Background: an optimization exercise with open tools, aiming at small area and a short achievable clock period. Do not read the settings as production practice.
Function was checked by simulation only, so behaviour that the tests miss may differ from the original.
No driver is modelled on the clock port, so clocking that relies on it looks cheaper here than on a real chip.

==> flow/design.v, too long to show whole: its modules and the start of the top module <==
// module ntt_add: 93 lines
// module ntt_sub: 101 lines
// module ntt_dbl: 57 lines
// module ntt_tmul1: 413 lines
// module ntt_red21: 119 lines
// module ntt_tmul4: 221 lines
// module ntt_red1: 61 lines
// module ntt_gmul0: 509 lines
// module ntt_gmul1: 177 lines
// module ntt_gmul2: 177 lines
// module ntt_table: 15 lines
// module ntt_table4: 24 lines
// module FNTT_FINTT_8point: 148 lines
module FNTT_FINTT_8point(
  input        clock,
  input        reset,
  input  [7:0] io_inData_0,
  input  [7:0] io_inData_1,
  input  [7:0] io_inData_2,
  input  [7:0] io_inData_3,
  input  [7:0] io_inData_4,
  input  [7:0] io_inData_5,
  input  [7:0] io_inData_6,
  input  [7:0] io_inData_7,
  input  [7:0] io_omega_0,
  input  [7:0] io_omega_1,
  input  [7:0] io_omega_2,
  input  [7:0] io_omega_3,
  input  [7:0] io_mod,
  input  [7:0] io_invN,
  input        io_mode,
  output [7:0] io_outData_0,
  output [7:0] io_outData_1,
  output [7:0] io_outData_2,
  output [7:0] io_outData_3,
  output [7:0] io_outData_4,
  output [7:0] io_outData_5,
  output [7:0] io_outData_6,
  output [7:0] io_outData_7
);
  // ...
==> flow/flow/run.sh <==
#!/bin/bash
# Layout flow: the standard synthesis; then the inverters that Yosys left
# around full-adder cells are folded into the adders' polarity (flow/invopt.py,
# a full adder is self-dual), and the io_mode output multiplexers are rebuilt
# as NAND-NAND logic (flow/outmux.py); then the standard ORFS steps, with buf_2 port
# buffers and strong buffers on the io_mode net (flow/mode_buf.tcl, before CTS).
# Each tool's output goes to its own log file in this folder.
set -euo pipefail
R=orfs/results/${FLOW_PLATFORM}/FNTT_FINTT_8point/base
bash standard.sh synth > synth.log 2>&1
cp "$R/1_2_yosys.v" 1_2_yosys_standard.v
if ! python3 flow/invopt.py 1_2_yosys_standard.v 1_2_yosys_invopt.v > invopt.log 2>&1; then
  cp 1_2_yosys_standard.v 1_2_yosys_invopt.v
fi
if ! python3 flow/outmux.py 1_2_yosys_invopt.v 1_2_yosys_outmux.v > outmux.log 2>&1; then
  cp 1_2_yosys_invopt.v 1_2_yosys_outmux.v
fi
cp 1_2_yosys_outmux.v "$R/1_2_yosys.v"
touch "$R/1_2_yosys.v"
bash standard.sh 'BUFFER_PORTS_ARGS=-buffer_cell sky130_fd_sc_hd__buf_2' "PRE_CTS_TCL=$PWD/flow/mode_buf.tcl" finish > layout.log 2>&1
==> flow/flow/invopt.py <==
#!/usr/bin/env python3
"""Remove inverters around full-adder cells by flipping the adders' polarity.

A full adder is self-dual: FA(~a, ~b, ~c) = (~s, ~co).  The script collapses the
inverters of a flat gate-level netlist into (root net, polarity) requirements,
picks for each sky130 fa cell whether it computes on complemented values so that
as few roots as possible are needed in both polarities, and writes the netlist
back with one inverter per root that still needs its complement.
usage: invopt.py in.v out.v
"""
import re, sys, random

src = open(sys.argv[1]).read()
m = re.search(r'\bmodule\s+(\w+)', src)
head_end = src.index(';', m.end()) + 1
body = src[head_end:src.rindex('endmodule')]

inst_re = re.compile(r'(sky130_fd_sc_hd__\w+)\s+(\\?\S+)\s*\((.*?)\);', re.S)
pin_re = re.compile(r'\.(\w+)\(\s*(.*?)\s*\)\s*(?:,|$)', re.S)
decls, insts, assigns = [], [], []
pos = 0
for stmt in re.split(r';', body):
    s = stmt.strip()
    if not s:
        continue
    if s.startswith(('wire', 'input', 'output', 'reg')):
        decls.append(s + ' ;')
    elif s.startswith('assign'):
        assigns.append(s + ' ;')
    else:
        mm = re.match(r'(sky130_fd_sc_hd__\w+)\s+(\\?\S+)\s*\((.*)\)\s*$', s, re.S)
        if not mm:
            raise SystemExit('cannot parse: ' + s[:200])
        pins = dict((p, n.strip()) for p, n in re.findall(r'\.(\w+)\(\s*([^()]*?)\s*\)', mm.group(3)))
        insts.append([mm.group(1), mm.group(2), pins])

OUTPINS = {'X', 'Y', 'Q', 'Q_N', 'SUM', 'COUT', 'HI', 'LO'}
isinv = lambda t: re.match(r'sky130_fd_sc_hd__(inv|clkinv)_\d+$', t) is not None
isfa = lambda t: re.match(r'sky130_fd_sc_hd__fa_\d+$', t) is not None

inv_of = {}          # inverter output net -> input net
for t, n, p in insts:
    if isinv(t):
        inv_of[p['Y']] = p['A']
keep = set()
for a in assigns:
    keep.update(re.findall(r'[\\\w\[\]\.$]+', a.split('=', 1)[1]))
    keep.update(re.findall(r'[\\\w\[\]\.$]+', a.split('=', 1)[0].replace('assign', '')))
ports = set()
for d in decls:
    if d.startswith(('input', 'output')):
        mm = re.match(r'(input|output)\s*(\[(\d+):(\d+)\])?\s*(\S+)\s*;', d)
        nm = mm.group(5)
        if mm.group(2):
            hi, lo = int(mm.group(3)), int(mm.group(4))
            for i in range(min(hi, lo), max(hi, lo) + 1):
                ports.add('%s[%d]' % (nm, i))
        else:
            ports.add(nm)

def root(net):
    pol = 0
    while net in inv_of and net not in ports:
        net = inv_of[net]; pol ^= 1
    return net, pol

# consumers: (root, pol, fa_index or None)
fa_idx = [i for i, (t, n, p) in enumerate(insts) if isfa(t)]
fa_pos = {i: k for k, i in enumerate(fa_idx)}
uses = {}            # root -> list of (pol, fa k or -1)
drv_fa = {}          # root net -> fa k
for i, (t, n, p) in enumerate(insts):
    if isinv(t):
        continue
    for pin, net in p.items():
        if pin in OUTPINS:
            if isfa(t):
                drv_fa[net] = fa_pos[i]
            continue
        r, pol = root(net)
        uses.setdefault(r, []).append((pol, fa_pos[i] if isfa(t) else -1))
# ports and assign reads that are inverter outputs need their polarity too
for net in set(ports) | set(keep):
    r, pol = root(net)
    uses.setdefault(r, []).append((pol, -1))

flip = [0] * len(fa_idx)
fa_roots = [[] for _ in fa_idx]
for r, lst in uses.items():
    for pol, k in lst:
        if k >= 0 and r not in fa_roots[k]:
            fa_roots[k].append(r)
for r, k in drv_fa.items():
    if r not in fa_roots[k]:
        fa_roots[k].append(r)

def cost(r):
    have = flip[drv_fa[r]] if r in drv_fa else 0
    need = set((pol ^ (flip[k] if k >= 0 else 0)) for pol, k in uses.get(r, []))
    return 1 if (1 - have) in need else 0

total = sum(cost(r) for r in uses)
print('inverters before: %d, needed with no flips: %d' % (len(inv_of), total))
random.seed(1)
improved = True
it = 0
while improved and it < 50:
    improved = False; it += 1
    order = list(range(len(fa_idx))); random.shuffle(order)
    for k in order:
        rs = fa_roots[k]
        before = sum(cost(r) for r in rs)
        flip[k] ^= 1
        after = sum(cost(r) for r in rs)
        if after < before:
            improved = True
        elif after == before and random.random() < 0.3:
            pass
        else:
            flip[k] ^= 1
total = sum(cost(r) for r in uses)
print('needed after flips: %d (%d flipped)' % (total, sum(flip)))

# rebuild
comp = {}
newinsts = []
cnt = [0]
def complement(r):
    if r not in comp:
        cnt[0] += 1
        comp[r] = 'ipo_n%d' % cnt[0]
        newinsts.append(('sky130_fd_sc_hd__inv_1', 'ipo_i%d' % cnt[0], {'A': r, 'Y': comp[r]}))
    return comp[r]

def source(r, want):
    """net carrying root r's true value xor want"""
    have = flip[drv_fa[r]] if r in drv_fa else 0
    return r if have == want else complement(r)

def esc(x):
    return x + ' ' if x.startswith('\\') else x

out = []
for i, (t, n, p) in enumerate(insts):
    if isinv(t):
        y = p['Y']
        if y in ports or y in keep:
            r, pol = root(y)
            # drive the kept net from the right polarity with a buffer-free inverter
            have = flip[drv_fa[r]] if r in drv_fa else 0
            if have == pol:
                raise SystemExit('kept inverter output would need a buffer: %s' % y)
            out.append((t, n, {'A': r, 'Y': y}))
        continue
    q = dict(p)
    f = flip[fa_pos[i]] if isfa(t) else 0
    for pin, net in p.items():
        if pin in OUTPINS:
            continue
        r, pol = root(net)
        q[pin] = source(r, pol ^ f)
    out.append((t, n, q))
out += newinsts
used = set()
for t, n, p in out:
    used.update(p.values())
L = [src[:head_end]]
for d in decls:
    L.append('  ' + d)
for nm in sorted(comp.values()):
    L.append('  wire %s;' % nm)
for t, n, p in out:
    L.append('  %s %s (%s);' % (t, esc(n), ', '.join('.%s(%s)' % (a, esc(b)) for a, b in p.items())))
for a in assigns:
    L.append('  ' + a)
L.append('endmodule')
open(sys.argv[2], 'w').write('\n'.join(L) + '\n')
print('inverters after: %d' % sum(1 for t, n, p in out if isinv(t)))
==> flow/flow/mode_buf.tcl <==
# io_mode selects the 64 output NAND-NAND multiplexers (flow/outmux.py) in the
# same cycle, so io_mode -> outputs is the longest path.  Drive it from strong
# cells: every buffer between the io_mode port and the output logic becomes a
# buf_16; the inverter for ~io_mode becomes an inv_16 fed by the port buffer
# and driving its 64 loads itself, without the buffer repair_design put after it.
set block [ord::get_db_block]
set pnet [[$block findBTerm io_mode] getNet]
set nets [list $pnet]
set seen {}
while {[llength $nets]} {
  set net [lindex $nets 0]
  set nets [lrange $nets 1 end]
  foreach it [$net getITerms] {
    if {![$it isInputSignal]} continue
    set inst [$it getInst]
    set name [$inst getName]
    set m [[$inst getMaster] getName]
    if {[lsearch $seen $name] >= 0} continue
    if {![regexp {^sky130_fd_sc_hd__(clk)?(buf|inv)_[0-9]+$} $m]} continue
    lappend seen $name
    foreach ot [$inst getITerms] {
      if {[$ot isOutputSignal] && [$ot getNet] ne "NULL"} { lappend nets [$ot getNet] }
    }
  }
}
set inv [$block findInst omx_inv]
if {$inv ne "NULL"} {
  set iout [[$inv findITerm Y] getNet]
  # fold the buffers after the inverter into it
  set again 1
  while {$again} {
    set again 0
    foreach it [$iout getITerms] {
      if {![$it isInputSignal]} continue
      set b [$it getInst]
      if {![regexp {^sky130_fd_sc_hd__(clk)?buf_[0-9]+$} [[$b getMaster] getName]]} continue
      set bout [[$b findITerm X] getNet]
      foreach lt [$bout getITerms] {
        if {[$lt isInputSignal]} { $lt disconnect; $lt connect $iout }
      }
      puts "mode_buf.tcl: removed [$b getName] after omx_inv"
      set i [lsearch $seen [$b getName]]
      if {$i >= 0} { set seen [lreplace $seen $i $i] }
      $it disconnect
      odb::dbInst_destroy $b
      odb::dbNet_destroy $bout
      set again 1
      break
    }
  }
  # fold chained buffers on the io_mode side into the first one after the
  # port buffer
  set pbi ""
  foreach it [$pnet getITerms] { if {[$it isInputSignal]} { set pbi [$it getInst] } }
  set again 1
  while {$again && $pbi ne ""} {
    set again 0
    foreach name $seen {
      set b [$block findInst $name]
      if {$b eq "NULL" || $b eq $pbi || $b eq $inv} continue
      if {![regexp {^sky130_fd_sc_hd__(clk)?buf_[0-9]+$} [[$b getMaster] getName]]} continue
      set bin [[$b findITerm A] getNet]
      set drv [$bin getFirstOutput]
      if {$drv eq "NULL"} continue
      set d [$drv getInst]
      if {$d eq $pbi || $d eq $inv} continue
      if {![regexp {^sky130_fd_sc_hd__(clk)?buf_[0-9]+$} [[$d getMaster] getName]]} continue
      set bout [[$b findITerm X] getNet]
      foreach lt [$bout getITerms] {
        if {[$lt isInputSignal]} { $lt disconnect; $lt connect $bin }
      }
      puts "mode_buf.tcl: folded $name into [$d getName]"
      [$b findITerm A] disconnect
      set i [lsearch $seen $name]
      set seen [lreplace $seen $i $i]
      odb::dbInst_destroy $b
      odb::dbNet_destroy $bout
      set again 1
      break
    }
  }
  # feed the inverter from the port buffer
  set pb ""
  foreach it [$pnet getITerms] { if {[$it isInputSignal]} { set pb [$it getInst] } }
  if {$pb ne ""} {
    set pbout [[$pb findITerm X] getNet]
    set ia [$inv findITerm A]
    if {[$ia getNet] ne $pbout} { $ia disconnect; $ia connect $pbout; puts "mode_buf.tcl: omx_inv fed from [$pb getName]" }
  }
}
foreach name $seen {
  set inst [$block findInst $name]
  if {$inst eq "NULL"} continue
  set m [[$inst getMaster] getName]
  set to [expr {[string match *inv* $m] ? "sky130_fd_sc_hd__inv_16" : "sky130_fd_sc_hd__buf_16"}]
  if {$m ne $to} {
    puts "mode_buf.tcl: $name $m -> $to"
    replace_cell $name $to
  }
}
==> flow/flow/outmux.py <==
#!/usr/bin/env python3
"""Rebuild the output multiplexers that io_mode selects as NAND-NAND logic.

io_mode acts on the outputs in the same cycle, so io_mode -> output is the
longest path; a mux2's select-to-output delay is much larger than a NAND2's.
Each mux2 cell driving an output port, whose select comes (through buffers)
from io_mode, becomes  X = ~(~(A1 & m) & ~(A0 & ~m))  with m = io_mode and one
shared inverter for ~m.  Buffers left without loads are dropped.
usage: outmux.py in.v out.v
"""
import re, sys

src = open(sys.argv[1]).read()
head_end = src.index(';', re.search(r'\bmodule\s+\w+', src).end()) + 1
body = src[head_end:src.rindex('endmodule')]
decls, insts, assigns = [], [], []
for stmt in body.split(';'):
    s = stmt.strip()
    if not s:
        continue
    if s.startswith(('wire', 'input', 'output', 'reg')):
        decls.append(s + ' ;')
    elif s.startswith('assign'):
        assigns.append(s + ' ;')
    else:
        mm = re.match(r'(sky130_fd_sc_hd__\w+)\s+(\\?\S+)\s*\((.*)\)\s*$', s, re.S)
        if not mm:
            raise SystemExit('cannot parse: ' + s[:200])
        pins = dict((p, n.strip()) for p, n in re.findall(r'\.(\w+)\(\s*([^()]*?)\s*\)', mm.group(3)))
        insts.append([mm.group(1), mm.group(2), pins])

P = 'sky130_fd_sc_hd__'
outs = set()
for d in decls:
    mm = re.match(r'output\s*\[(\d+):(\d+)\]\s*(\S+)\s*;', d)
    if mm:
        for i in range(int(mm.group(2)), int(mm.group(1)) + 1):
            outs.add('%s[%d]' % (mm.group(3), i))
buf_of = {}
for t, n, p in insts:
    if re.match(P + r'(clk)?buf_\d+$', t):
        buf_of[p['X']] = p['A']

def root(net):
    while net in buf_of:
        net = buf_of[net]
    return net

new = []
done = 0
for t, n, p in insts:
    if re.match(P + r'mux2_\d+$', t) and p.get('X') in outs and root(p['S']) == 'io_mode':
        k = done
        done += 1
        new.append((P + 'nand2_1', 'omx_a%d' % k, {'A': p['A1'], 'B': 'io_mode', 'Y': 'omx_n1_%d' % k}))
        new.append((P + 'nand2_1', 'omx_b%d' % k, {'A': p['A0'], 'B': 'omx_modeb', 'Y': 'omx_n0_%d' % k}))
        new.append((P + 'nand2_1', 'omx_c%d' % k, {'A': 'omx_n1_%d' % k, 'B': 'omx_n0_%d' % k, 'Y': p['X']}))
    else:
        new.append((t, n, p))
if done:
    new.append((P + 'inv_1', 'omx_inv', {'A': 'io_mode', 'Y': 'omx_modeb'}))
# drop buffers without loads (repeat until none)
while True:
    used = set()
    for t, n, p in new:
        for pin, net in p.items():
            if pin not in ('X', 'Y', 'Q', 'SUM', 'COUT'):
                used.add(net)
    keep = [(t, n, p) for t, n, p in new
            if not (re.match(P + r'(clk)?buf_\d+$', t) and p['X'] not in used and p['X'] not in outs)]
    if len(keep) == len(new):
        break
    new = keep
print('output multiplexers rebuilt: %d' % done)

def esc(x):
    return x + ' ' if x.startswith('\\') else x

L = [src[:head_end]] + ['  ' + d for d in decls]
if done:
    L.append('  wire omx_modeb;')
    L += ['  wire omx_n1_%d;\n  wire omx_n0_%d;' % (k, k) for k in range(done)]
for t, n, p in new:
    L.append('  %s %s (%s);' % (t, esc(n), ', '.join('.%s(%s)' % (a, esc(b)) for a, b in p.items())))
L += ['  ' + a for a in assigns]
L.append('endmodule')
open(sys.argv[2], 'w').write('\n'.join(L) + '\n')
==> flow/standard.sh <==
#!/bin/bash
# synth_recipe.tcl (not shown) runs the flow's synth.tcl, then flattens the netlist and writes it again
# the make line also repeats each setting of config.mk as NAME=value (left out here)
make -C /OpenROAD-flow-scripts/flow DESIGN_CONFIG=/design/flow/config.mk WORK_HOME=/design/flow/orfs CLKGATE_MAP_FILE= SYNTH_SCRIPT=/design/flow/synth_recipe.tcl "${@:-finish}"
==> flow/config.mk <==
export PLATFORM = sky130hd
export DESIGN_NAME = FNTT_FINTT_8point
export DESIGN_NICKNAME = FNTT_FINTT_8point
export VERILOG_FILES = /design/flow/design.v
export SDC_FILE = /design/flow/constraint.sdc
export NUM_CORES = 4
export LEC_CHECK = 0
export CAP_MARGIN = 20
export CORE_MARGIN = 2
export CORE_UTILIZATION = 40
export CTS_CLUSTER_DIAMETER = 120
export CTS_CLUSTER_SIZE = 20
export SLEW_MARGIN = 20
==> flow/constraint.sdc <==
create_clock -name core_clock -period 36.0 [get_ports {clock}]
set_input_delay 7.2000 -clock core_clock [delete_from_list [all_inputs] [get_ports {clock}]]
set_output_delay 7.2000 -clock core_clock [all_outputs]
set_load 0.01 [all_outputs]
==> results.cfg, run 1 <==
[routing]
wl_met1_um = 83100
drt-pass1-iter-count = 8
vias = 46800
viasPerCell = 5.20

[final_layout]
area_growth_pct = 7.09
multi_input_area_share = 0.637
largest_register_ffs = 72
flops_and_latches = 958
buffers = 211
drive_gt1_frac = 0.104
regArea_sq_um = 19200
instances_no_fill = 8997

[run_status]
status = finished clean

[min_path]
hold_class = reg2reg
hold_depth = 0

[die]
initial_core_util = 0.403

[sta]
setup_tns_ns = 0
finClkSkew_ns = 0.0448

[clock_network]
worstSkewPairLatency_ns = 0.75
cts_setup_buffers = 0

[yosys]
syn_area_per_cell_sq_um = 11.1

[setup_path]
path_delay_family = buffers and inverters
worstPathCellList = buf_16 > buf_16 > nand2_1 > nand2_1 > buf_2
path_buf_inv = 3

[grt]
grtUsageMet1 = 0.290
grtUsageMet3 = 0.0498
grt_pass1_wl_um = 310000
grt_overflow = 0
==> module ntt_gmul0, before the edit <==
module ntt_gmul0(input [7:0] a, input [7:0] b, input [7:0] mn, output [13:0] r);
  wire n0;
  wire n1;
  wire n2;
  wire n3;
  wire n4;
  wire n5;
  wire n6;
  wire n7;
  wire n8;
  wire n9;
  wire n10;
  wire n11;
  wire n12;
  wire n13;
  wire n14;
  wire n15;
  wire n16;
  wire n17;
  wire n18;
  wire n19;
  wire n20;
  wire n21;
  wire n22;
  wire n23;
  wire n24;
  wire n25;
  wire n26;
  wire n27;
  wire n28;
  wire n29;
  wire n30;
  wire n31;
  wire n32;
  wire n33;
  wire n34;
  wire n35;
  wire n36;
  wire n37;
  wire n38;
  wire n39;
  wire n40;
  wire n41;
  wire n42;
  wire n43;
  wire n44;
  wire n45;
  wire n46;
  wire n47;
  wire n48;
  wire n49;
  wire n50;
  wire n51;
  wire n52;
  wire n53;
  wire n54;
  wire n55;
  wire n56;
  wire n57;
  wire n58;
  wire n59;
  wire n60;
  wire n61;
  wire n62;
  wire n63;
  wire n64;
  wire n65;
  wire n66;
  wire n67;
  wire n68;
  wire n69;
  wire n70;
  wire n71;
  wire n72;
  wire n73;
  wire n74;
  wire n75;
  wire n76;
  wire n77;
  wire n78;
  wire n79;
  wire n80;
  wire n81;
  wire n82;
  wire n83;
  wire n84;
  wire n85;
  wire n86;
  wire n87;
  wire n88;
  wire n89;
  wire n90;
  wire n91;
  wire n92;
  wire n93;
  wire n94;
  wire n95;
  wire n96;
  wire n97;
  wire n98;
  wire n99;
  wire n100;
  wire n101;
  wire n102;
  wire n103;
  wire n104;
  wire n105;
  wire n106;
  wire n107;
  wire n108;
  wire n109;
  wire n110;
  wire n111;
  wire n112;
  wire n113;
  wire n114;
  wire n115;
  wire n116;
  wire n117;
  wire n118;
  wire n119;
  wire n120;
  wire n121;
  wire n122;
  wire n123;
  wire n124;
  wire n125;
  wire n126;
  wire n127;
  wire n128;
  wire n129;
  wire n130;
  wire n131;
  wire n132;
  wire n133;
  wire n134;
  wire n135;
  wire n136;
  wire n137;
  wire n138;
  wire n139;
  wire n140;
  wire n141;
  wire n142;
  wire n143;
  wire n144;
  wire n145;
  wire n146;
  wire n147;
  wire n148;
  wire n149;
  wire n150;
  wire n151;
  wire n152;
  wire n153;
  wire n154;
  wire n155;
  wire n156;
  wire n157;
  wire n158;
  wire n159;
  wire n160;
  wire n161;
  wire n162;
  wire n163;
  wire n164;
  wire n165;
  wire n166;
  wire n167;
  wire n168;
  wire n169;
  wire n170;
  wire n171;
  wire n172;
  wire n173;
  wire n174;
  wire n175;
  wire n176;
  wire n177;
  wire n178;
  wire n179;
  wire n180;
  wire n181;
  wire n182;
  wire n183;
  wire n184;
  wire n185;
  wire n186;
  wire n187;
  wire n188;
  wire n189;
  wire n190;
  wire n191;
  wire n192;
  wire n193;
  wire n194;
  wire n195;
  wire n196;
  wire n197;
  wire n198;
  wire n199;
  wire n200;
  wire n201;
  wire n202;
  wire n203;
  wire n204;
  wire n205;
  wire n206;
  wire n207;
  wire n208;
  wire n209;
  wire n210;
  wire n211;
  wire n212;
  wire n213;
  wire n214;
  wire n215;
  wire n216;
  wire n217;
  wire n218;
  wire n219;
  wire n220;
  wire n221;
  wire n222;
  wire n223;
  wire n224;
  wire n225;
  wire n226;
  wire n227;
  wire n228;
  wire n229;
  wire n230;
  wire n231;
  wire n232;
  wire n233;
  wire n234;
  wire n235;
  wire n236;
  wire n237;
  wire n238;
  wire n239;
  wire n240;
  wire n241;
  wire n242;
  wire n243;
  wire n244;
  wire n245;
  wire n246;
  wire n247;
  wire n248;
  wire n249;
  wire n250;
  wire n251;
  wire n252;
  assign n0 = a[0] & b[0];
  assign n1 = a[0] & b[1];
  assign n2 = a[0] & b[2];
  assign n3 = a[0] & b[3];
  assign n4 = a[0] & b[4];
  assign n5 = a[0] & b[5];
  assign n6 = a[0] & b[6];
  assign n7 = a[0] & b[7];
  assign n8 = a[1] & b[0];
  assign n9 = a[1] & b[1];
  assign n10 = a[1] & b[2];
  assign n11 = a[1] & b[3];
  assign n12 = a[1] & b[4];
  assign n13 = a[1] & b[5];
  assign n14 = a[1] & b[6];
  assign n15 = a[1] & b[7];
  assign n16 = a[2] & b[0];
  assign n17 = a[2] & b[1];
  assign n18 = a[2] & b[2];
  assign n19 = a[2] & b[3];
  assign n20 = a[2] & b[4];
  assign n21 = a[2] & b[5];
  assign n22 = a[2] & b[6];
  assign n23 = a[2] & b[7];
  assign n24 = a[3] & b[0];
  assign n25 = a[3] & b[1];
  assign n26 = a[3] & b[2];
  assign n27 = a[3] & b[3];
  assign n28 = a[3] & b[4];
  assign n29 = a[3] & b[5];
  assign n30 = a[3] & b[6];
  assign n31 = a[3] & b[7];
  assign n32 = a[4] & b[0];
  assign n33 = a[4] & b[1];
  assign n34 = a[4] & b[2];
  assign n35 = a[4] & b[3];
  assign n36 = a[4] & b[4];
  assign n37 = a[4] & b[5];
  assign n38 = a[4] & b[6];
  assign n39 = a[4] & b[7];
  assign n40 = a[5] & b[0];
  assign n41 = a[5] & b[1];
  assign n42 = a[5] & b[2];
  assign n43 = a[5] & b[3];
  assign n44 = a[5] & b[4];
  assign n45 = a[5] & b[5];
  assign n46 = a[5] & b[6];
  assign n47 = a[5] & b[7];
  assign n48 = a[6] & b[0];
  assign n49 = a[6] & b[1];
  assign n50 = a[6] & b[2];
  assign n51 = a[6] & b[3];
  assign n52 = a[6] & b[4];
  assign n53 = a[6] & b[5];
  assign n54 = a[6] & b[6];
  assign n55 = a[6] & b[7];
  assign n56 = a[7] & b[0];
  assign n57 = a[7] & b[1];
  assign n58 = a[7] & b[2];
  assign n59 = a[7] & b[3];
  assign n60 = a[7] & b[4];
  assign n61 = a[7] & b[5];
  assign n62 = a[7] & b[6];
  assign n63 = a[7] & b[7];
  assign n64 = n2 ^ n9 ^ n16;
  assign n65 = (n2 & n9) | (n2 & n16) | (n9 & n16);
  assign n66 = n3 ^ n10 ^ n17;
  assign n67 = (n3 & n10) | (n3 & n17) | (n10 & n17);
  assign n68 = n24 ^ n65 ^ n66;
  assign n69 = (n24 & n65) | (n24 & n66) | (n65 & n66);
  assign n70 = n4 ^ n11 ^ n18;
  assign n71 = (n4 & n11) | (n4 & n18) | (n11 & n18);
  assign n72 = n25 ^ n32 ^ n67;
  assign n73 = (n25 & n32) | (n25 & n67) | (n32 & n67);
  assign n74 = n70 ^ n69 ^ n72;
  assign n75 = (n70 & n69) | (n70 & n72) | (n69 & n72);
  assign n76 = n5 ^ n12 ^ n19;
  assign n77 = (n5 & n12) | (n5 & n19) | (n12 & n19);
  assign n78 = n26 ^ n33 ^ n40;
  assign n79 = (n26 & n33) | (n26 & n40) | (n33 & n40);
  assign n80 = n71 ^ n76 ^ n78;
  assign n81 = (n71 & n76) | (n71 & n78) | (n76 & n78);
  assign n82 = n73 ^ n80 ^ n75;
  assign n83 = (n73 & n80) | (n73 & n75) | (n80 & n75);
  assign n84 = n6 ^ n13 ^ n20;
  assign n85 = (n6 & n13) | (n6 & n20) | (n13 & n20);
  assign n86 = n27 ^ n34 ^ n41;
  assign n87 = (n27 & n34) | (n27 & n41) | (n34 & n41);
  assign n88 = n48 ^ n77 ^ n79;
  assign n89 = (n48 & n77) | (n48 & n79) | (n77 & n79);
  assign n90 = n84 ^ n86 ^ n81;
  assign n91 = (n84 & n86) | (n84 & n81) | (n86 & n81);
  assign n92 = n88 ^ n90 ^ n83;
  assign n93 = (n88 & n90) | (n88 & n83) | (n90 & n83);
  assign n94 = n7 ^ n14 ^ n21;
  assign n95 = (n7 & n14) | (n7 & n21) | (n14 & n21);
  assign n96 = n28 ^ n35 ^ n42;
  assign n97 = (n28 & n35) | (n28 & n42) | (n35 & n42);
  assign n98 = n49 ^ n56 ^ n85;
  assign n99 = (n49 & n56) | (n49 & n85) | (n56 & n85);
  assign n100 = n87 ^ n94 ^ n96;
  assign n101 = (n87 & n94) | (n87 & n96) | (n94 & n96);
  assign n102 = n89 ^ n98 ^ n100;
  assign n103 = (n89 & n98) | (n89 & n100) | (n98 & n100);
  assign n104 = n91 ^ n102 ^ n93;
  assign n105 = (n91 & n102) | (n91 & n93) | (n102 & n93);
  assign n106 = n15 ^ n22 ^ n29;
  assign n107 = (n15 & n22) | (n15 & n29) | (n22 & n29);
  assign n108 = n36 ^ n43 ^ n50;
  assign n109 = (n36 & n43) | (n36 & n50) | (n43 & n50);
  assign n110 = n57 ^ n95 ^ n97;
  assign n111 = (n57 & n95) | (n57 & n97) | (n95 & n97);
  assign n112 = n106 ^ n108 ^ n99;
  assign n113 = (n106 & n108) | (n106 & n99) | (n108 & n99);
  assign n114 = n101 ^ n110 ^ n103;
  assign n115 = (n101 & n110) | (n101 & n103) | (n110 & n103);
  assign n116 = n112 ^ n114 ^ n105;
  assign n117 = (n112 & n114) | (n112 & n105) | (n114 & n105);
  assign n118 = n23 ^ n30 ^ n37;
  assign n119 = (n23 & n30) | (n23 & n37) | (n30 & n37);
  assign n120 = n44 ^ n51 ^ n58;
  assign n121 = (n44 & n51) | (n44 & n58) | (n51 & n58);
  assign n122 = n107 ^ n109 ^ n118;
  assign n123 = (n107 & n109) | (n107 & n118) | (n109 & n118);
  assign n124 = n120 ^ n111 ^ n122;
  assign n125 = (n120 & n111) | (n120 & n122) | (n111 & n122);
  assign n126 = n113 ^ n124 ^ n115;
  assign n127 = (n113 & n124) | (n113 & n115) | (n124 & n115);
  assign n128 = n31 ^ n38 ^ n45;
  assign n129 = (n31 & n38) | (n31 & n45) | (n38 & n45);
  assign n130 = n52 ^ n59 ^ n119;
  assign n131 = (n52 & n59) | (n52 & n119) | (n59 & n119);
  assign n132 = n121 ^ n128 ^ n123;
  assign n133 = (n121 & n128) | (n121 & n123) | (n128 & n123);
  assign n134 = n130 ^ n125 ^ n132;
  assign n135 = (n130 & n125) | (n130 & n132) | (n125 & n132);
  assign n136 = n39 ^ n46 ^ n53;
  assign n137 = (n39 & n46) | (n39 & n53) | (n46 & n53);
  assign n138 = n60 ^ n129 ^ n136;
  assign n139 = (n60 & n129) | (n60 & n136) | (n129 & n136);
  assign n140 = n131 ^ n138 ^ n133;
  assign n141 = (n131 & n138) | (n131 & n133) | (n138 & n133);
  assign n142 = n47 ^ n54 ^ n61;
  assign n143 = (n47 & n54) | (n47 & n61) | (n54 & n61);
  assign n144 = n137 ^ n142 ^ n139;
  assign n145 = (n137 & n142) | (n137 & n139) | (n142 & n139);
  assign n146 = n55 ^ n62 ^ n143;
  assign n147 = (n55 & n62) | (n55 & n143) | (n62 & n143);
  assign n148 = n1 ^ n8;
  assign n149 = n1 & n8;
  assign n150 = n64 ^ n149;
  assign n151 = n64 & n149;
  assign n152 = n68 ^ n151;
  assign n153 = n68 & n151;
  assign n154 = n74 ^ n153;
  assign n155 = n74 & n153;
  assign n156 = n82 ^ n155;
  assign n157 = n82 & n155;
  assign n158 = n92 ^ n157;
  assign n159 = n92 & n157;
  assign n160 = n104 ^ n159;
  assign n161 = n104 & n159;
  assign n162 = n117 ^ n126;
  assign n163 = n117 & n126;
  assign n164 = n127 ^ n134 ^ n163;
  assign n165 = (n127 & n134) | (n127 & n163) | (n134 & n163);
  assign n166 = n135 ^ n140 ^ n165;
  assign n167 = (n135 & n140) | (n135 & n165) | (n140 & n165);
  assign n168 = n141 ^ n144 ^ n167;
  assign n169 = (n141 & n144) | (n141 & n167) | (n144 & n167);
  assign n170 = n145 ^ n146 ^ n169;
  assign n171 = (n145 & n146) | (n145 & n169) | (n146 & n169);
  assign n172 = n63 ^ n147 ^ n171;
  assign n173 = (n63 & n147) | (n63 & n171) | (n147 & n171);
  assign n174 = ~n116;
  assign n175 = n117 ^ n126 ^ n116;
  assign n176 = (n117 & n126) | (n117 & n116) | (n126 & n116);
  assign n177 = n127 ^ n134 ^ n176;
  assign n178 = (n127 & n134) | (n127 & n176) | (n134 & n176);
  assign n179 = n135 ^ n140 ^ n178;
  assign n180 = (n135 & n140) | (n135 & n178) | (n140 & n178);
  assign n181 = n141 ^ n144 ^ n180;
  assign n182 = (n141 & n144) | (n141 & n180) | (n144 & n180);
  assign n183 = n145 ^ n146 ^ n182;
  assign n184 = (n145 & n146) | (n145 & n182) | (n146 & n182);
  assign n185 = n63 ^ n147 ^ n184;
  assign n186 = (n63 & n147) | (n63 & n184) | (n147 & n184);
  assign n187 = n161 ? n174 : n116;
  assign n188 = n161 ? n175 : n162;
  assign n189 = n161 ? n177 : n164;
  assign n190 = n161 ? n179 : n166;
  assign n191 = n161 ? n181 : n168;
  assign n192 = n161 ? n183 : n170;
  assign n193 = n161 ? n185 : n172;
  assign n194 = n161 ? n186 : n173;
  assign n195 = n160 ^ mn[0];
  assign n196 = ~n195;
  assign n197 = n160 | mn[0];
  assign n198 = n187 ^ mn[1] ^ n197;
  assign n199 = (n187 & mn[1]) | (n187 & n197) | (mn[1] & n197);
  assign n200 = n188 ^ mn[2] ^ n199;
  assign n201 = (n188 & mn[2]) | (n188 & n199) | (mn[2] & n199);
  assign n202 = n189 ^ mn[3] ^ n201;
  assign n203 = (n189 & mn[3]) | (n189 & n201) | (mn[3] & n201);
  assign n204 = n190 ^ mn[4] ^ n203;
  assign n205 = (n190 & mn[4]) | (n190 & n203) | (mn[4] & n203);
  assign n206 = n191 ^ mn[5] ^ n205;
  assign n207 = (n191 & mn[5]) | (n191 & n205) | (mn[5] & n205);
  assign n208 = n192 ^ mn[6] ^ n207;
  assign n209 = (n192 & mn[6]) | (n192 & n207) | (mn[6] & n207);
  assign n210 = n193 ^ mn[7] ^ n209;
  assign n211 = (n193 & mn[7]) | (n193 & n209) | (mn[7] & n209);
  assign n212 = n194 ^ n211;
  assign n213 = ~n212;
  assign n214 = n194 | n211;
  assign n215 = n214 ? n196 : n160;
  assign n216 = n214 ? n198 : n187;
  assign n217 = n214 ? n200 : n188;
  assign n218 = n214 ? n202 : n189;
  assign n219 = n214 ? n204 : n190;
  assign n220 = n214 ? n206 : n191;
  assign n221 = n214 ? n208 : n192;
  assign n222 = n214 ? n210 : n193;
  assign n223 = n214 ? n213 : n194;
  assign n224 = n158 ^ mn[0];
  assign n225 = ~n224;
  assign n226 = n158 | mn[0];
  assign n227 = n215 ^ mn[1] ^ n226;
  assign n228 = (n215 & mn[1]) | (n215 & n226) | (mn[1] & n226);
  assign n229 = n216 ^ mn[2] ^ n228;
  assign n230 = (n216 & mn[2]) | (n216 & n228) | (mn[2] & n228);
  assign n231 = n217 ^ mn[3] ^ n230;
  assign n232 = (n217 & mn[3]) | (n217 & n230) | (mn[3] & n230);
  assign n233 = n218 ^ mn[4] ^ n232;
  assign n234 = (n218 & mn[4]) | (n218 & n232) | (mn[4] & n232);
  assign n235 = n219 ^ mn[5] ^ n234;
  assign n236 = (n219 & mn[5]) | (n219 & n234) | (mn[5] & n234);
  assign n237 = n220 ^ mn[6] ^ n236;
  assign n238 = (n220 & mn[6]) | (n220 & n236) | (mn[6] & n236);
  assign n239 = n221 ^ mn[7] ^ n238;
  assign n240 = (n221 & mn[7]) | (n221 & n238) | (mn[7] & n238);
  assign n241 = n222 ^ n240;
  assign n242 = ~n241;
  assign n243 = n222 | n240;
  assign n244 = n243 ? n225 : n158;
  assign n245 = n243 ? n227 : n215;
  assign n246 = n243 ? n229 : n216;
  assign n247 = n243 ? n231 : n217;
  assign n248 = n243 ? n233 : n218;
  assign n249 = n243 ? n235 : n219;
  assign n250 = n243 ? n237 : n220;
  assign n251 = n243 ? n239 : n221;
  assign n252 = n243 ? n242 : n222;
  assign r = {n251, n250, n249, n248, n247, n246, n245, n244, n156, n154, n152, n150, n148, n0};
endmodule
==> module ntt_gmul1, before the edit <==
module ntt_gmul1(input [13:0] v, input [7:0] mn, output [10:0] r);
  wire n0;
  wire n1;
  wire n2;
  wire n3;
  wire n4;
  wire n5;
  wire n6;
  wire n7;
  wire n8;
  wire n9;
  wire n10;
  wire n11;
  wire n12;
  wire n13;
  wire n14;
  wire n15;
  wire n16;
  wire n17;
  wire n18;
  wire n19;
  wire n20;
  wire n21;
  wire n22;
  wire n23;
  wire n24;
  wire n25;
  wire n26;
  wire n27;
  wire n28;
  wire n29;
  wire n30;
  wire n31;
  wire n32;
  wire n33;
  wire n34;
  wire n35;
  wire n36;
  wire n37;
  wire n38;
  wire n39;
  wire n40;
  wire n41;
  wire n42;
  wire n43;
  wire n44;
  wire n45;
  wire n46;
  wire n47;
  wire n48;
  wire n49;
  wire n50;
  wire n51;
  wire n52;
  wire n53;
  wire n54;
  wire n55;
  wire n56;
  wire n57;
  wire n58;
  wire n59;
  wire n60;
  wire n61;
  wire n62;
  wire n63;
  wire n64;
  wire n65;
  wire n66;
  wire n67;
  wire n68;
  wire n69;
  wire n70;
  wire n71;
  wire n72;
  wire n73;
  wire n74;
  wire n75;
  wire n76;
  wire n77;
  wire n78;
  wire n79;
  wire n80;
  wire n81;
  wire n82;
  wire n83;
  wire n84;
  wire n85;
  wire n86;
  assign n0 = v[5] ^ mn[0];
  assign n1 = ~n0;
  assign n2 = v[5] | mn[0];
  assign n3 = v[6] ^ mn[1] ^ n2;
  assign n4 = (v[6] & mn[1]) | (v[6] & n2) | (mn[1] & n2);
  assign n5 = v[7] ^ mn[2] ^ n4;
  assign n6 = (v[7] & mn[2]) | (v[7] & n4) | (mn[2] & n4);
  assign n7 = v[8] ^ mn[3] ^ n6;
  assign n8 = (v[8] & mn[3]) | (v[8] & n6) | (mn[3] & n6);
  assign n9 = v[9] ^ mn[4] ^ n8;
  assign n10 = (v[9] & mn[4]) | (v[9] & n8) | (mn[4] & n8);
  assign n11 = v[10] ^ mn[5] ^ n10;
  assign n12 = (v[10] & mn[5]) | (v[10] & n10) | (mn[5] & n10);
  assign n13 = v[11] ^ mn[6] ^ n12;
  assign n14 = (v[11] & mn[6]) | (v[11] & n12) | (mn[6] & n12);
  assign n15 = v[12] ^ mn[7] ^ n14;
  assign n16 = (v[12] & mn[7]) | (v[12] & n14) | (mn[7] & n14);
  assign n17 = v[13] ^ n16;
  assign n18 = ~n17;
  assign n19 = v[13] | n16;
  assign n20 = n19 ? n1 : v[5];
  assign n21 = n19 ? n3 : v[6];
  assign n22 = n19 ? n5 : v[7];
  assign n23 = n19 ? n7 : v[8];
  assign n24 = n19 ? n9 : v[9];
  assign n25 = n19 ? n11 : v[10];
  assign n26 = n19 ? n13 : v[11];
  assign n27 = n19 ? n15 : v[12];
  assign n28 = n19 ? n18 : v[13];
  assign n29 = v[4] ^ mn[0];
  assign n30 = ~n29;
  assign n31 = v[4] | mn[0];
  assign n32 = n20 ^ mn[1] ^ n31;
  assign n33 = (n20 & mn[1]) | (n20 & n31) | (mn[1] & n31);
  assign n34 = n21 ^ mn[2] ^ n33;
  assign n35 = (n21 & mn[2]) | (n21 & n33) | (mn[2] & n33);
  assign n36 = n22 ^ mn[3] ^ n35;
  assign n37 = (n22 & mn[3]) | (n22 & n35) | (mn[3] & n35);
  assign n38 = n23 ^ mn[4] ^ n37;
  assign n39 = (n23 & mn[4]) | (n23 & n37) | (mn[4] & n37);
  assign n40 = n24 ^ mn[5] ^ n39;
  assign n41 = (n24 & mn[5]) | (n24 & n39) | (mn[5] & n39);
  assign n42 = n25 ^ mn[6] ^ n41;
  assign n43 = (n25 & mn[6]) | (n25 & n41) | (mn[6] & n41);
  assign n44 = n26 ^ mn[7] ^ n43;
  assign n45 = (n26 & mn[7]) | (n26 & n43) | (mn[7] & n43);
  assign n46 = n27 ^ n45;
  assign n47 = ~n46;
  assign n48 = n27 | n45;
  assign n49 = n48 ? n30 : v[4];
  assign n50 = n48 ? n32 : n20;
  assign n51 = n48 ? n34 : n21;
  assign n52 = n48 ? n36 : n22;
  assign n53 = n48 ? n38 : n23;
  assign n54 = n48 ? n40 : n24;
  assign n55 = n48 ? n42 : n25;
  assign n56 = n48 ? n44 : n26;
  assign n57 = n48 ? n47 : n27;
  assign n58 = v[3] ^ mn[0];
  assign n59 = ~n58;
  assign n60 = v[3] | mn[0];
  assign n61 = n49 ^ mn[1] ^ n60;
  assign n62 = (n49 & mn[1]) | (n49 & n60) | (mn[1] & n60);
  assign n63 = n50 ^ mn[2] ^ n62;
  assign n64 = (n50 & mn[2]) | (n50 & n62) | (mn[2] & n62);
  assign n65 = n51 ^ mn[3] ^ n64;
  assign n66 = (n51 & mn[3]) | (n51 & n64) | (mn[3] & n64);
  assign n67 = n52 ^ mn[4] ^ n66;
  assign n68 = (n52 & mn[4]) | (n52 & n66) | (mn[4] & n66);
  assign n69 = n53 ^ mn[5] ^ n68;
  assign n70 = (n53 & mn[5]) | (n53 & n68) | (mn[5] & n68);
  assign n71 = n54 ^ mn[6] ^ n70;
  assign n72 = (n54 & mn[6]) | (n54 & n70) | (mn[6] & n70);
  assign n73 = n55 ^ mn[7] ^ n72;
  assign n74 = (n55 & mn[7]) | (n55 & n72) | (mn[7] & n72);
  assign n75 = n56 ^ n74;
  assign n76 = ~n75;
  assign n77 = n56 | n74;
  assign n78 = n77 ? n59 : v[3];
  assign n79 = n77 ? n61 : n49;
  assign n80 = n77 ? n63 : n50;
  assign n81 = n77 ? n65 : n51;
  assign n82 = n77 ? n67 : n52;
  assign n83 = n77 ? n69 : n53;
  assign n84 = n77 ? n71 : n54;
  assign n85 = n77 ? n73 : n55;
  assign n86 = n77 ? n76 : n56;
  assign r = {n85, n84, n83, n82, n81, n80, n79, n78, v[2], v[1], v[0]};
endmodule
==> inputs of run 2 (changes only) <==
--- a/flow/design.v
+++ b/flow/design.v
@@ -1058,17 +1058,17 @@
   assign n23 = n19 ? n7 : v[3];
   assign n24 = n19 ? n9 : v[4];
   assign n25 = n19 ? n11 : v[5];
   assign n26 = n19 ? n13 : v[6];
   assign n27 = n19 ? n15 : v[7];
   assign n28 = n19 ? n18 : v[8];
   assign r = {n27, n26, n25, n24, n23, n22, n21, n20};
 endmodule
-module ntt_gmul0(input [7:0] a, input [7:0] b, input [7:0] mn, output [13:0] r);
+module ntt_gmul0(input [7:0] a, input [7:0] b, input [7:0] mn, output [12:0] r);
   wire n0;
   wire n1;
   wire n2;
   wire n3;
   wire n4;
   wire n5;
   wire n6;
   wire n7;
@@ -1312,16 +1312,45 @@
   wire n245;
   wire n246;
   wire n247;
   wire n248;
   wire n249;
   wire n250;
   wire n251;
   wire n252;
+  wire n253;
+  wire n254;
+  wire n255;
+  wire n256;
+  wire n257;
+  wire n258;
+  wire n259;
+  wire n260;
+  wire n261;
+  wire n262;
+  wire n263;
+  wire n264;
+  wire n265;
+  wire n266;
+  wire n267;
+  wire n268;
+  wire n269;
+  wire n270;
+  wire n271;
+  wire n272;
+  wire n273;
+  wire n274;
+  wire n275;
+  wire n276;
+  wire n277;
+  wire n278;
+  wire n279;
+  wire n280;
+  wire n281;
   assign n0 = a[0] & b[0];
   assign n1 = a[0] & b[1];
   assign n2 = a[0] & b[2];
   assign n3 = a[0] & b[3];
   assign n4 = a[0] & b[4];
   assign n5 = a[0] & b[5];
   assign n6 = a[0] & b[6];
   assign n7 = a[0] & b[7];
@@ -1565,19 +1594,48 @@
   assign n245 = n243 ? n227 : n215;
   assign n246 = n243 ? n229 : n216;
   assign n247 = n243 ? n231 : n217;
   assign n248 = n243 ? n233 : n218;
   assign n249 = n243 ? n235 : n219;
   assign n250 = n243 ? n237 : n220;
   assign n251 = n243 ? n239 : n221;
   assign n252 = n243 ? n242 : n222;
-  assign r = {n251, n250, n249, n248, n247, n246, n245, n244, n156, n154, n152, n150, n148, n0};
+  assign n253 = n156 ^ mn[0];
+  assign n254 = ~n253;
+  assign n255 = n156 | mn[0];
+  assign n256 = n244 ^ mn[1] ^ n255;
+  assign n257 = (n244 & mn[1]) | (n244 & n255) | (mn[1] & n255);
+  assign n258 = n245 ^ mn[2] ^ n257;
+  assign n259 = (n245 & mn[2]) | (n245 & n257) | (mn[2] & n257);
+  assign n260 = n246 ^ mn[3] ^ n259;
+  assign n261 = (n246 & mn[3]) | (n246 & n259) | (mn[3] & n259);
+  assign n262 = n247 ^ mn[4] ^ n261;
+  assign n263 = (n247 & mn[4]) | (n247 & n261) | (mn[4] & n261);
+  assign n264 = n248 ^ mn[5] ^ n263;
+  assign n265 = (n248 & mn[5]) | (n248 & n263) | (mn[5] & n263);
+  assign n266 = n249 ^ mn[6] ^ n265;
+  assign n267 = (n249 & mn[6]) | (n249 & n265) | (mn[6] & n265);
+  assign n268 = n250 ^ mn[7] ^ n267;
+  assign n269 = (n250 & mn[7]) | (n250 & n267) | (mn[7] & n267);
+  assign n270 = n251 ^ n269;
+  assign n271 = ~n270;
+  assign n272 = n251 | n269;
+  assign n273 = n272 ? n254 : n156;
+  assign n274 = n272 ? n256 : n244;
+  assign n275 = n272 ? n258 : n245;
+  assign n276 = n272 ? n260 : n246;
+  assign n277 = n272 ? n262 : n247;
+  assign n278 = n272 ? n264 : n248;
+  assign n279 = n272 ? n266 : n249;
+  assign n280 = n272 ? n268 : n250;
+  assign n281 = n272 ? n271 : n251;
+  assign r = {n280, n279, n278, n277, n276, n275, n274, n273, n154, n152, n150, n148, n0};
 endmodule
-module ntt_gmul1(input [13:0] v, input [7:0] mn, output [10:0] r);
+module ntt_gmul1(input [12:0] v, input [7:0] mn, output [9:0] r);
   wire n0;
   wire n1;
   wire n2;
   wire n3;
   wire n4;
   wire n5;
   wire n6;
   wire n7;
@@ -1655,48 +1713,48 @@
   wire n79;
   wire n80;
   wire n81;
   wire n82;
   wire n83;
   wire n84;
   wire n85;
   wire n86;
-  assign n0 = v[5] ^ mn[0];
+  assign n0 = v[4] ^ mn[0];
   assign n1 = ~n0;
-  assign n2 = v[5] | mn[0];
-  assign n3 = v[6] ^ mn[1] ^ n2;
-  assign n4 = (v[6] & mn[1]) | (v[6] & n2) | (mn[1] & n2);
-  assign n5 = v[7] ^ mn[2] ^ n4;
-  assign n6 = (v[7] & mn[2]) | (v[7] & n4) | (mn[2] & n4);
-  assign n7 = v[8] ^ mn[3] ^ n6;
-  assign n8 = (v[8] & mn[3]) | (v[8] & n6) | (mn[3] & n6);
-  assign n9 = v[9] ^ mn[4] ^ n8;
-  assign n10 = (v[9] & mn[4]) | (v[9] & n8) | (mn[4] & n8);
-  assign n11 = v[10] ^ mn[5] ^ n10;
-  assign n12 = (v[10] & mn[5]) | (v[10] & n10) | (mn[5] & n10);
-  assign n13 = v[11] ^ mn[6] ^ n12;
-  assign n14 = (v[11] & mn[6]) | (v[11] & n12) | (mn[6] & n12);
-  assign n15 = v[12] ^ mn[7] ^ n14;
-  assign n16 = (v[12] & mn[7]) | (v[12] & n14) | (mn[7] & n14);
-  assign n17 = v[13] ^ n16;
+  assign n2 = v[4] | mn[0];
+  assign n3 = v[5] ^ mn[1] ^ n2;
+  assign n4 = (v[5] & mn[1]) | (v[5] & n2) | (mn[1] & n2);
+  assign n5 = v[6] ^ mn[2] ^ n4;
+  assign n6 = (v[6] & mn[2]) | (v[6] & n4) | (mn[2] & n4);
+  assign n7 = v[7] ^ mn[3] ^ n6;
+  assign n8 = (v[7] & mn[3]) | (v[7] & n6) | (mn[3] & n6);
+  assign n9 = v[8] ^ mn[4] ^ n8;
+  assign n10 = (v[8] & mn[4]) | (v[8] & n8) | (mn[4] & n8);
+  assign n11 = v[9] ^ mn[5] ^ n10;
+  assign n12 = (v[9] & mn[5]) | (v[9] & n10) | (mn[5] & n10);
+  assign n13 = v[10] ^ mn[6] ^ n12;
+  assign n14 = (v[10] & mn[6]) | (v[10] & n12) | (mn[6] & n12);
+  assign n15 = v[11] ^ mn[7] ^ n14;
+  assign n16 = (v[11] & mn[7]) | (v[11] & n14) | (mn[7] & n14);
+  assign n17 = v[12] ^ n16;
   assign n18 = ~n17;
-  assign n19 = v[13] | n16;
-  assign n20 = n19 ? n1 : v[5];
-  assign n21 = n19 ? n3 : v[6];
-  assign n22 = n19 ? n5 : v[7];
-  assign n23 = n19 ? n7 : v[8];
-  assign n24 = n19 ? n9 : v[9];
-  assign n25 = n19 ? n11 : v[10];
-  assign n26 = n19 ? n13 : v[11];
-  assign n27 = n19 ? n15 : v[12];
-  assign n28 = n19 ? n18 : v[13];
-  assign n29 = v[4] ^ mn[0];
+  assign n19 = v[12] | n16;
+  assign n20 = n19 ? n1 : v[4];
+  assign n21 = n19 ? n3 : v[5];
+  assign n22 = n19 ? n5 : v[6];
+  assign n23 = n19 ? n7 : v[7];
+  assign n24 = n19 ? n9 : v[8];
+  assign n25 = n19 ? n11 : v[9];
+  assign n26 = n19 ? n13 : v[10];
+  assign n27 = n19 ? n15 : v[11];
+  assign n28 = n19 ? n18 : v[12];
+  assign n29 = v[3] ^ mn[0];
   assign n30 = ~n29;
-  assign n31 = v[4] | mn[0];
+  assign n31 = v[3] | mn[0];
   assign n32 = n20 ^ mn[1] ^ n31;
   assign n33 = (n20 & mn[1]) | (n20 & n31) | (mn[1] & n31);
   assign n34 = n21 ^ mn[2] ^ n33;
   assign n35 = (n21 & mn[2]) | (n21 & n33) | (mn[2] & n33);
   assign n36 = n22 ^ mn[3] ^ n35;
   assign n37 = (n22 & mn[3]) | (n22 & n35) | (mn[3] & n35);
   assign n38 = n23 ^ mn[4] ^ n37;
   assign n39 = (n23 & mn[4]) | (n23 & n37) | (mn[4] & n37);
@@ -1704,28 +1762,28 @@
   assign n41 = (n24 & mn[5]) | (n24 & n39) | (mn[5] & n39);
   assign n42 = n25 ^ mn[6] ^ n41;
   assign n43 = (n25 & mn[6]) | (n25 & n41) | (mn[6] & n41);
   assign n44 = n26 ^ mn[7] ^ n43;
   assign n45 = (n26 & mn[7]) | (n26 & n43) | (mn[7] & n43);
   assign n46 = n27 ^ n45;
   assign n47 = ~n46;
   assign n48 = n27 | n45;
-  assign n49 = n48 ? n30 : v[4];
+  assign n49 = n48 ? n30 : v[3];
   assign n50 = n48 ? n32 : n20;
   assign n51 = n48 ? n34 : n21;
   assign n52 = n48 ? n36 : n22;
   assign n53 = n48 ? n38 : n23;
   assign n54 = n48 ? n40 : n24;
   assign n55 = n48 ? n42 : n25;
   assign n56 = n48 ? n44 : n26;
   assign n57 = n48 ? n47 : n27;
-  assign n58 = v[3] ^ mn[0];
+  assign n58 = v[2] ^ mn[0];
   assign n59 = ~n58;
-  assign n60 = v[3] | mn[0];
+  assign n60 = v[2] | mn[0];
   assign n61 = n49 ^ mn[1] ^ n60;
   assign n62 = (n49 & mn[1]) | (n49 & n60) | (mn[1] & n60);
   assign n63 = n50 ^ mn[2] ^ n62;
   assign n64 = (n50 & mn[2]) | (n50 & n62) | (mn[2] & n62);
   assign n65 = n51 ^ mn[3] ^ n64;
   assign n66 = (n51 & mn[3]) | (n51 & n64) | (mn[3] & n64);
   assign n67 = n52 ^ mn[4] ^ n66;
   assign n68 = (n52 & mn[4]) | (n52 & n66) | (mn[4] & n66);
@@ -1733,28 +1791,28 @@
   assign n70 = (n53 & mn[5]) | (n53 & n68) | (mn[5] & n68);
   assign n71 = n54 ^ mn[6] ^ n70;
   assign n72 = (n54 & mn[6]) | (n54 & n70) | (mn[6] & n70);
   assign n73 = n55 ^ mn[7] ^ n72;
   assign n74 = (n55 & mn[7]) | (n55 & n72) | (mn[7] & n72);
   assign n75 = n56 ^ n74;
   assign n76 = ~n75;
   assign n77 = n56 | n74;
-  assign n78 = n77 ? n59 : v[3];
+  assign n78 = n77 ? n59 : v[2];
   assign n79 = n77 ? n61 : n49;
   assign n80 = n77 ? n63 : n50;
   assign n81 = n77 ? n65 : n51;
   assign n82 = n77 ? n67 : n52;
   assign n83 = n77 ? n69 : n53;
   assign n84 = n77 ? n71 : n54;
   assign n85 = n77 ? n73 : n55;
   assign n86 = n77 ? n76 : n56;
-  assign r = {n85, n84, n83, n82, n81, n80, n79, n78, v[2], v[1], v[0]};
+  assign r = {n85, n84, n83, n82, n81, n80, n79, n78, v[1], v[0]};
 endmodule
-module ntt_gmul2(input [10:0] v, input [7:0] mn, output [7:0] r);
+module ntt_gmul2(input [9:0] v, input [7:0] mn, output [7:0] r);
   wire n0;
   wire n1;
   wire n2;
   wire n3;
   wire n4;
   wire n5;
   wire n6;
   wire n7;
@@ -1803,77 +1861,48 @@
   wire n50;
   wire n51;
   wire n52;
   wire n53;
   wire n54;
   wire n55;
   wire n56;
   wire n57;
-  wire n58;
-  wire n59;
-  wire n60;
-  wire n61;
-  wire n62;
-  wire n63;
-  wire n64;
-  wire n65;
-  wire n66;
-  wire n67;
-  wire n68;
-  wire n69;
-  wire n70;
-  wire n71;
-  wire n72;
-  wire n73;
-  wire n74;
-  wire n75;
-  wire n76;
-  wire n77;
-  wire n78;
-  wire n79;
-  wire n80;
-  wire n81;
-  wire n82;
-  wire n83;
-  wire n84;
-  wire n85;
-  wire n86;
-  assign n0 = v[2] ^ mn[0];
+  assign n0 = v[1] ^ mn[0];
   assign n1 = ~n0;
-  assign n2 = v[2] | mn[0];
-  assign n3 = v[3] ^ mn[1] ^ n2;
-  assign n4 = (v[3] & mn[1]) | (v[3] & n2) | (mn[1] & n2);
-  assign n5 = v[4] ^ mn[2] ^ n4;
-  assign n6 = (v[4] & mn[2]) | (v[4] & n4) | (mn[2] & n4);
-  assign n7 = v[5] ^ mn[3] ^ n6;
-  assign n8 = (v[5] & mn[3]) | (v[5] & n6) | (mn[3] & n6);
-  assign n9 = v[6] ^ mn[4] ^ n8;
-  assign n10 = (v[6] & mn[4]) | (v[6] & n8) | (mn[4] & n8);
-  assign n11 = v[7] ^ mn[5] ^ n10;
-  assign n12 = (v[7] & mn[5]) | (v[7] & n10) | (mn[5] & n10);
-  assign n13 = v[8] ^ mn[6] ^ n12;
-  assign n14 = (v[8] & mn[6]) | (v[8] & n12) | (mn[6] & n12);
-  assign n15 = v[9] ^ mn[7] ^ n14;
-  assign n16 = (v[9] & mn[7]) | (v[9] & n14) | (mn[7] & n14);
-  assign n17 = v[10] ^ n16;
+  assign n2 = v[1] | mn[0];
+  assign n3 = v[2] ^ mn[1] ^ n2;
+  assign n4 = (v[2] & mn[1]) | (v[2] & n2) | (mn[1] & n2);
+  assign n5 = v[3] ^ mn[2] ^ n4;
+  assign n6 = (v[3] & mn[2]) | (v[3] & n4) | (mn[2] & n4);
+  assign n7 = v[4] ^ mn[3] ^ n6;
+  assign n8 = (v[4] & mn[3]) | (v[4] & n6) | (mn[3] & n6);
+  assign n9 = v[5] ^ mn[4] ^ n8;
+  assign n10 = (v[5] & mn[4]) | (v[5] & n8) | (mn[4] & n8);
+  assign n11 = v[6] ^ mn[5] ^ n10;
+  assign n12 = (v[6] & mn[5]) | (v[6] & n10) | (mn[5] & n10);
+  assign n13 = v[7] ^ mn[6] ^ n12;
+  assign n14 = (v[7] & mn[6]) | (v[7] & n12) | (mn[6] & n12);
+  assign n15 = v[8] ^ mn[7] ^ n14;
+  assign n16 = (v[8] & mn[7]) | (v[8] & n14) | (mn[7] & n14);
+  assign n17 = v[9] ^ n16;
   assign n18 = ~n17;
-  assign n19 = v[10] | n16;
-  assign n20 = n19 ? n1 : v[2];
-  assign n21 = n19 ? n3 : v[3];
-  assign n22 = n19 ? n5 : v[4];
-  assign n23 = n19 ? n7 : v[5];
-  assign n24 = n19 ? n9 : v[6];
-  assign n25 = n19 ? n11 : v[7];
-  assign n26 = n19 ? n13 : v[8];
-  assign n27 = n19 ? n15 : v[9];
-  assign n28 = n19 ? n18 : v[10];
-  assign n29 = v[1] ^ mn[0];
+  assign n19 = v[9] | n16;
+  assign n20 = n19 ? n1 : v[1];
+  assign n21 = n19 ? n3 : v[2];
+  assign n22 = n19 ? n5 : v[3];
+  assign n23 = n19 ? n7 : v[4];
+  assign n24 = n19 ? n9 : v[5];
+  assign n25 = n19 ? n11 : v[6];
+  assign n26 = n19 ? n13 : v[7];
+  assign n27 = n19 ? n15 : v[8];
+  assign n28 = n19 ? n18 : v[9];
+  assign n29 = v[0] ^ mn[0];
   assign n30 = ~n29;
-  assign n31 = v[1] | mn[0];
+  assign n31 = v[0] | mn[0];
   assign n32 = n20 ^ mn[1] ^ n31;
   assign n33 = (n20 & mn[1]) | (n20 & n31) | (mn[1] & n31);
   assign n34 = n21 ^ mn[2] ^ n33;
   assign n35 = (n21 & mn[2]) | (n21 & n33) | (mn[2] & n33);
   assign n36 = n22 ^ mn[3] ^ n35;
   assign n37 = (n22 & mn[3]) | (n22 & n35) | (mn[3] & n35);
   assign n38 = n23 ^ mn[4] ^ n37;
   assign n39 = (n23 & mn[4]) | (n23 & n37) | (mn[4] & n37);
@@ -1881,55 +1910,26 @@
   assign n41 = (n24 & mn[5]) | (n24 & n39) | (mn[5] & n39);
   assign n42 = n25 ^ mn[6] ^ n41;
   assign n43 = (n25 & mn[6]) | (n25 & n41) | (mn[6] & n41);
   assign n44 = n26 ^ mn[7] ^ n43;
   assign n45 = (n26 & mn[7]) | (n26 & n43) | (mn[7] & n43);
   assign n46 = n27 ^ n45;
   assign n47 = ~n46;
   assign n48 = n27 | n45;
-  assign n49 = n48 ? n30 : v[1];
+  assign n49 = n48 ? n30 : v[0];
   assign n50 = n48 ? n32 : n20;
   assign n51 = n48 ? n34 : n21;
   assign n52 = n48 ? n36 : n22;
   assign n53 = n48 ? n38 : n23;
   assign n54 = n48 ? n40 : n24;
   assign n55 = n48 ? n42 : n25;
   assign n56 = n48 ? n44 : n26;
   assign n57 = n48 ? n47 : n27;
-  assign n58 = v[0] ^ mn[0];
-  assign n59 = ~n58;
-  assign n60 = v[0] | mn[0];
-  assign n61 = n49 ^ mn[1] ^ n60;
-  assign n62 = (n49 & mn[1]) | (n49 & n60) | (mn[1] & n60);
-  assign n63 = n50 ^ mn[2] ^ n62;
-  assign n64 = (n50 & mn[2]) | (n50 & n62) | (mn[2] & n62);
-  assign n65 = n51 ^ mn[3] ^ n64;
-  assign n66 = (n51 & mn[3]) | (n51 & n64) | (mn[3] & n64);
-  assign n67 = n52 ^ mn[4] ^ n66;
-  assign n68 = (n52 & mn[4]) | (n52 & n66) | (mn[4] & n66);
-  assign n69 = n53 ^ mn[5] ^ n68;
-  assign n70 = (n53 & mn[5]) | (n53 & n68) | (mn[5] & n68);
-  assign n71 = n54 ^ mn[6] ^ n70;
-  assign n72 = (n54 & mn[6]) | (n54 & n70) | (mn[6] & n70);
-  assign n73 = n55 ^ mn[7] ^ n72;
-  assign n74 = (n55 & mn[7]) | (n55 & n72) | (mn[7] & n72);
-  assign n75 = n56 ^ n74;
-  assign n76 = ~n75;
-  assign n77 = n56 | n74;
-  assign n78 = n77 ? n59 : v[0];
-  assign n79 = n77 ? n61 : n49;
-  assign n80 = n77 ? n63 : n50;
-  assign n81 = n77 ? n65 : n51;
-  assign n82 = n77 ? n67 : n52;
-  assign n83 = n77 ? n69 : n53;
-  assign n84 = n77 ? n71 : n54;
-  assign n85 = n77 ? n73 : n55;
-  assign n86 = n77 ? n76 : n56;
-  assign r = {n85, n84, n83, n82, n81, n80, n79, n78};
+  assign r = {n56, n55, n54, n53, n52, n51, n50, n49};
 endmodule
 module ntt_table(input clock, input [7:0] u, input [7:0] mn, output [63:0] w);
   reg [7:0] t0, t2, t4, t6;
   wire [7:0] d1, d2, d3, d4, d5, d6, d7;
   ntt_dbl g1(.x(t0), .mn(mn), .r(d1));
   ntt_dbl g2(.x(d1), .mn(mn), .r(d2));
   ntt_dbl g3(.x(t2), .mn(mn), .r(d3));
   ntt_dbl g4(.x(d3), .mn(mn), .r(d4));
@@ -2059,21 +2059,21 @@
   wire [9:0] f0w, f2w;
   ntt_tmul1 fm0(.f(bb8[7:0]),  .w(wo0), .mn(mn), .r(f0w));
   ntt_tmul1 fm2(.f(bb8[15:8]), .w(wo2), .mn(mn), .r(f2w));
   reg [9:0] fp0, fp2;
   always @(posedge clock) begin fp0 <= f0w; fp2 <= f2w; end
   wire [7:0] g0, g2;
   ntt_red21 rf0(.v(fp0), .mn(mn), .r(g0));
   ntt_red21 rf2(.v(fp2), .mn(mn), .r(g2));
-  wire [13:0] h1a, h3a;
-  wire [10:0] h1b, h3b;
+  wire [12:0] h1a, h3a;
+  wire [9:0] h1b, h3b;
   wire [7:0]  h1c, h3c;
-  reg  [13:0] k1a, k3a;
-  reg  [10:0] k1b, k3b;
+  reg  [12:0] k1a, k3a;
+  reg  [9:0] k1b, k3b;
   reg  [7:0]  g1, g3;
   ntt_gmul0 gm1(.a(ab[47:40]), .b(o1), .mn(mn), .r(h1a));
   ntt_gmul0 gm3(.a(ab[63:56]), .b(o3), .mn(mn), .r(h3a));
   ntt_gmul1 gn1(.v(k1a), .mn(mn), .r(h1b));
   ntt_gmul1 gn3(.v(k3a), .mn(mn), .r(h3b));
   ntt_gmul2 go1(.v(k1b), .mn(mn), .r(h1c));
   ntt_gmul2 go3(.v(k3b), .mn(mn), .r(h3c));
   always @(posedge clock) begin
==> results.cfg, run 2 <==
[place]
place_congestion = 0.945
post-dp-hpwl_um = 156000
place_area_sq_um = 75300
pre_cts_ws_ns = 19.82
portBuffers = 177

[sta]
hold_viol_final = 0
period_minus_slack_ns = 16.08
finClkSkew_ns = 0.0485
layout_worst_path_cycle_share = 0.447
fin_hold_ws_ns = 0.303
setup_ws_ns = 19.92
rsz0062_at_grt = no
worst_slew_pin_slew_ns = 1.23
setup_tns_ns = 0
drv_slew = 0
slew_headroom = 0.180
setup_violations = 0
max_freq_mhz = 62.2

[min_path]
hold_class = reg2reg
hp-start = aa8[23]$_DFF_P_
hold_depth = 0
holdPathEnd = aa9[23]$_DFF_P_

[grt]
grtUsageMet2 = 0.381
grt_max_degree = 65
top_usage_layer = met2
grt_pass1_wl_um = 309000
antenna_found_initial = 7
grt_overflow = 0
grtUsageMet1 = 0.289
grt_pass1_vias = 49000
grtUsageMet3 = 0.0432
grt_use_total = 0.228

[setup_path]
cp_common_cell = fa_1
crit_path_max_fanout = 8
rrSetupSlack_ns = 19.92
r2r-start = o3[2]$_DFF_P_
worstPathRequired_ns = 36.60
r2r_end = k3a[11]$_DFF_P_
start_kind = flop
crit_type = reg2reg
cp-end-kind = flop
crit_slowest_cell = fa_1
worst_path_largest_cell_delay_ns = 0.55
reg2reg_depth = 47
arrival_ns = 16.68

[clock_network]
worstSkewPairLatency_ns = 0.74
cts_buffers = 57
hold_buffers = 0
clk_pin_slew_ns = 0.09
cts.sinks = 954
cts_tree = done
cts.repair.resized = 0
cts_setup_buffers = 0

[final_layout]
mostFrequentLayoutCell = fa_1
fin_util = 0.431
largest_register_ffs = 72
final_cell_mix = 1,453 x fa_1, 946 x dfxtp_1, 801 x inv_1
area_growth_pct = 7.09
largest-register = sr
drive_gt1_frac = 0.113
layout.nets = 8134
finish.instance_area_sq_um = 77000

[die]
ios = 179
num_rows = 155
die_area_sq_um = 183000
core_area_sq_um = 179000
die_x_um = 428
initial_core_util = 0.403
die_y_um = 428

[yosys]
syn_area_per_cell_sq_um = 11.4
syn_inst = 6334
syn_area_sq_um = 71900
synth-warning-count = 2
synth_fp_nets = 8072

[routing]
drtAntennaViolNets = 0
vias = 45500
drt_wl_total_um = 206000
drc_errors = 0
wl_per_cell_um = 23.4
drt-pass1-iter-count = 7
viasPerCell = 5.18
drtIter0Drc = 3544

[job]
cap_violations = 0

[run_status]
status = finished clean
-- run 2: through the flow --
step / instances
after global placement: 8693
final: 8776
after floorplan: 6334
after detailed placement: 8694
after global routing: 8769
after CTS: 8769
-- run 2: worst max-delay path by stage --
stage / endpoint / depth (start not counted) / start / slack [ns]
final: k3a[11]$_DFF_P_ / 47 / o3[2]$_DFF_P_ / 19.92
after CTS: k3a[11]$_DFF_P_ / 47 / ab[56]$_DFF_P_ / 19.79
after floorplan: io_outData_0[0] / 3 / io_mode / 20.45
after global placement: k3a[11]$_DFF_P_ / 47 / o3[1]$_DFF_P_ / 19.98
after detailed placement: k3a[11]$_DFF_P_ / 47 / ab[56]$_DFF_P_ / 19.82
after global routing: k3a[7]$_DFF_P_ / 47 / o3[1]$_DFF_P_ / 18.99
-- run 2: critical path: cells and delay by family, from the launching register on --
family | cells | cell delay [ns]
buffers and inverters | 3 | 0.24
muxes | 2 | 0.52
adders and majority gates | 28 | 11.30
AOI/OAI and AO/OA | 7 | 2.48
and+or+nand+nor | 7 | 0.94
DFF | 1 | 0.49
-- run 2: routing by layer --
| layer | vias to the layer above | share of wire |
|---|---|---|
| met1 | 23300 | 0.40 |
| li1 | 20000 | - |
| met5 | - | 0.0015 |
| met4 | 14 | 0.051 |
| met3 | 452 | 0.073 |
| met2 | 1664 | 0.48 |
-- run 2: cell type report --
cell class              instances  area [sq um]
diodes                          7          17.5
inverters                     811          3090
multi-input cells            4360         49000
repair buffers                212          1210
clock buffers                  65          1480
fillers                     16800        102000
clock inverters                12           165
flip-flops and latches        954         19100
well taps                    2355          2950

[re-timing with driven ports]
The results above use ideal ports. As a check the final layouts listed here were re-extracted and re-timed, cells and wires unchanged. Step 1: set_driving_cell puts a clkbuf_16 on clock and a buf_2 on each other input, an assumption about the parent block. Step 2 moves the port delays by t, midway between the first and last clock arrival at a register: inputs arrive t later, outputs are due t later. That takes back most of the time a late clock gives input paths. Slacks: ideal ports / drivers / drivers and shift; pairs: ideal ports / drivers.
| run | t (ns) | slack for setup (ns) | worst setup path after step 2 | slew at the worst register clock pin (ns) |
|---|---|---|---|---|
| run 1 | 0.810 | 20.777 / 20.676 / 20.676 | input to output | 0.10 / 0.10 |
| run 2 | 0.791 | 19.921 / 19.921 / 19.921 | register to register | 0.09 / 0.09 |
After both steps every run listed still meets setup and hold. For run 1, which loses most, drivers alone change the setup slack by -0.101 ns; drivers and shift together by -0.101 ns.
